What follows belongs to an exercise in optimizing a design on an open flow for a short achievable clock period and few clock cycles; a production flow would make more cautious choices. Power figures rest on the tool's default switching activity, not on a simulated workload.

== lane 1 ==
Design rv32i_core, start of the top module:
module rv32i_core (
    input  logic Rst,
    input  logic Clk,
    output logic [31:0] imem_addr,
    input  logic [31:0] imem_rdata,
    output logic        dmem_re,
    output logic        dmem_we,
    output logic [1:0]  dmem_size,
    output logic [31:0] dmem_addr,
    output logic [31:0] dmem_wdata,
    input  logic [31:0] dmem_rdata,
    output logic        retire_valid,
    output logic [31:0] retire_pc,
    output logic        retire_we,
    output logic [4:0]  retire_rd,
    output logic [31:0] retire_wdata
);
==> flow/config.mk <==
export PLATFORM = sky130hd
export DESIGN_NAME = rv32i_core
export DESIGN_NICKNAME = rv32i_core
export VERILOG_FILES = /design/flow/design.v
export SDC_FILE = /design/flow/constraint.sdc
export NUM_CORES = 8
export LEC_CHECK = 0
export ABC_CLOCK_PERIOD_IN_PS = 3500
export CAP_MARGIN = 30
export CORE_MARGIN = 2
export CORE_UTILIZATION = 40
export GPL_TIMING_DRIVEN = 1
export SLEW_MARGIN = 20
==> flow/constraint.sdc <==
create_clock -name core_clock -period 12.0 [get_ports {Clk}]
set_input_delay 2.4000 -clock core_clock [delete_from_list [all_inputs] [get_ports {Clk}]]
set_output_delay 2.4000 -clock core_clock [all_outputs]
set_load 0.01 [all_outputs]
standard.sh (not shown) runs the stock make flow with config.mk's settings and CLKGATE_MAP_FILE= SYNTH_SCRIPT=/design/flow/synth_recipe.tcl, a recipe that flattens the netlist after the stock synthesis.
==> flow/flow/run.sh <==
#!/bin/bash
set -euo pipefail
bash standard.sh SETUP_SLACK_MARGIN=8.5 TNS_END_PERCENT=100 finish > standard_flow.log 2>&1
Input-level comparison between lane 2 and lane 1:
--- a/flow/design.v
+++ b/flow/design.v
@@ -148,27 +148,27 @@
         pc4_e  <= pc_d + 32'd4;
         tgt_e  <= tgt_d;
         rd_e   <= rd;
         f3_e   <= f3;
         we_e   <= writes;
         is_br_e   <= is_br;
         is_jalr_e <= is_jalr;
         is_ld_e   <= is_ld;
         is_st_e   <= is_st;
         is_ctl_e  <= is_br | is_jal;
-        a_e    <= (use1 && (h1e || h1m)) ? 32'd0 : is_auipc ? pc_d : is_lui ? 32'd0 : r1;
+        a_e    <= is_auipc ? pc_d : is_lui ? 32'd0 : r1;
         fa_m_e <= use1 && h1e;
         fa_w_e <= use1 && !h1e && h1m;
-        b_e    <= use_imm ? imm : (h2e || h2m) ? 32'd0 : r2;
+        b_e    <= use_imm ? imm : r2;
         fb_m_e <= !use_imm && h2e;
         fb_w_e <= !use_imm && !h2e && h2m;
-        sd_e   <= (h2e || h2m) ? 32'd0 : r2;
+        sd_e   <= r2;
         fs_m_e <= is_st && h2e;
         fs_w_e <= is_st && !h2e && h2m;
         sub_e    <= (is_alur && f3 == 3'b000 && i30);
         sra_e    <= i30;
         s_add_e  <= !(is_alui | is_alur | is_jal | is_jalr) || ((is_alui | is_alur) && f3 == 3'b000);
         s_sll_e  <= (is_alui | is_alur) && f3 == 3'b001;
         s_slt_e  <= (is_alui | is_alur) && f3 == 3'b010;
         s_sltu_e <= (is_alui | is_alur) && f3 == 3'b011;
         s_xor_e  <= (is_alui | is_alur) && f3 == 3'b100;
         s_srx_e  <= (is_alui | is_alur) && f3 == 3'b101;
@@ -178,23 +178,23 @@
         c_eq_e  <= (f3[2] == 1'b0);
         c_lt_e  <= (f3[2:1] == 2'b10);
         c_ltu_e <= (f3[2:1] == 2'b11);
         c_inv_e <= f3[0];
         force_tk_e <= is_jal | is_jalr;
         m_nt_e     <= pt_d;
         pt_e       <= pt_d && !is_jalr;
         ptgt_e     <= ptgt_d;
     end
     logic [31:0] a, b, sd;
-    assign a  = ({32{fa_m_e}} & res_m) | ({32{fa_w_e}} & res_w) | a_e;
-    assign b  = ({32{fb_m_e}} & res_m) | ({32{fb_w_e}} & res_w) | b_e;
-    assign sd = ({32{fs_m_e}} & res_m) | ({32{fs_w_e}} & res_w) | sd_e;
+    assign a  = fa_m_e ? res_m : fa_w_e ? res_w : a_e;
+    assign b  = fb_m_e ? res_m : fb_w_e ? res_w : b_e;
+    assign sd = fs_m_e ? res_m : fs_w_e ? res_w : sd_e;
     logic [32:0] sum33;
     logic [31:0] sum;
     assign sum33 = {a, 1'b1} + {b ^ {32{sub_e}}, sub_e};
     assign sum   = sum33[32:1];
     logic eq, lt, ltu;
     assign eq  = (a == b);
     assign lt  = ($signed(a) < $signed(b));
     assign ltu = (a < b);
     logic [31:0] sll, srx;
     assign sll = a << b[4:0];
Results
Lane 2: full flow OK, the timing, DRC and antenna checks passed. Post-synthesis instance total in lane 2 is 25 higher than in lane 1. Per the comparison of lane 2 with lane 1, power per unit of standard cell area held steady, first-pass GRT wire length shrank by about 2.8%, number of ordinary and repair buffers in the finished layout shrank by 35, sum of buffers and inverters on the critical path shrank by 6, post-route clock period utilization grew by 2.8 points. Power consumption: lane 2 better than lane 1. [compare] base=lane 1 new=lane 2: wire length -3.4%; worst reg-to-reg setup slack -0.33 ns; die footprint ~0 delta. Compared with lane 1, placement density in the core of lane 2 is lower. Lane 1 -> lane 2: average detailed-routed wire length per instance decreased by a few percent. Compared with lane 1, lane 2 shows a area overhead of the layout relative to synthesis that is 1.0 points lower.
No functional check of the RTL was part of any run of this note.

[static timing again, ports no longer ideal]
The flow's constraints put no driver on any port. The routed layouts listed below were extracted and timed again, unchanged, in two steps.
Step 1 assumes that a clkbuf_16 drives the clock port and a buf_2 every other input.
Step 2, shift: input delay + t, output delay - t, t = (earliest + latest rising clock arrival at the registers) / 2. This alone moves slack from input paths to output paths.
Slacks: no drivers / after step 1 / after step 2; pairs: no drivers / after step 1.
run | shift t [ns] | setup slack, ns | worst setup path at the end | worst slew at a driven data input, ns
lane 1 | 0.926 | 7.908 / 7.870 / 7.689 | input to register | 0.05
lane 2 | 0.962 | 7.574 / 7.574 / 7.574 | register to register | 0.12
After both steps every run listed still meets setup and hold. The setup slack of lane 1, which loses most, moves by -0.038 ns with the drivers and by -0.219 ns with both steps.
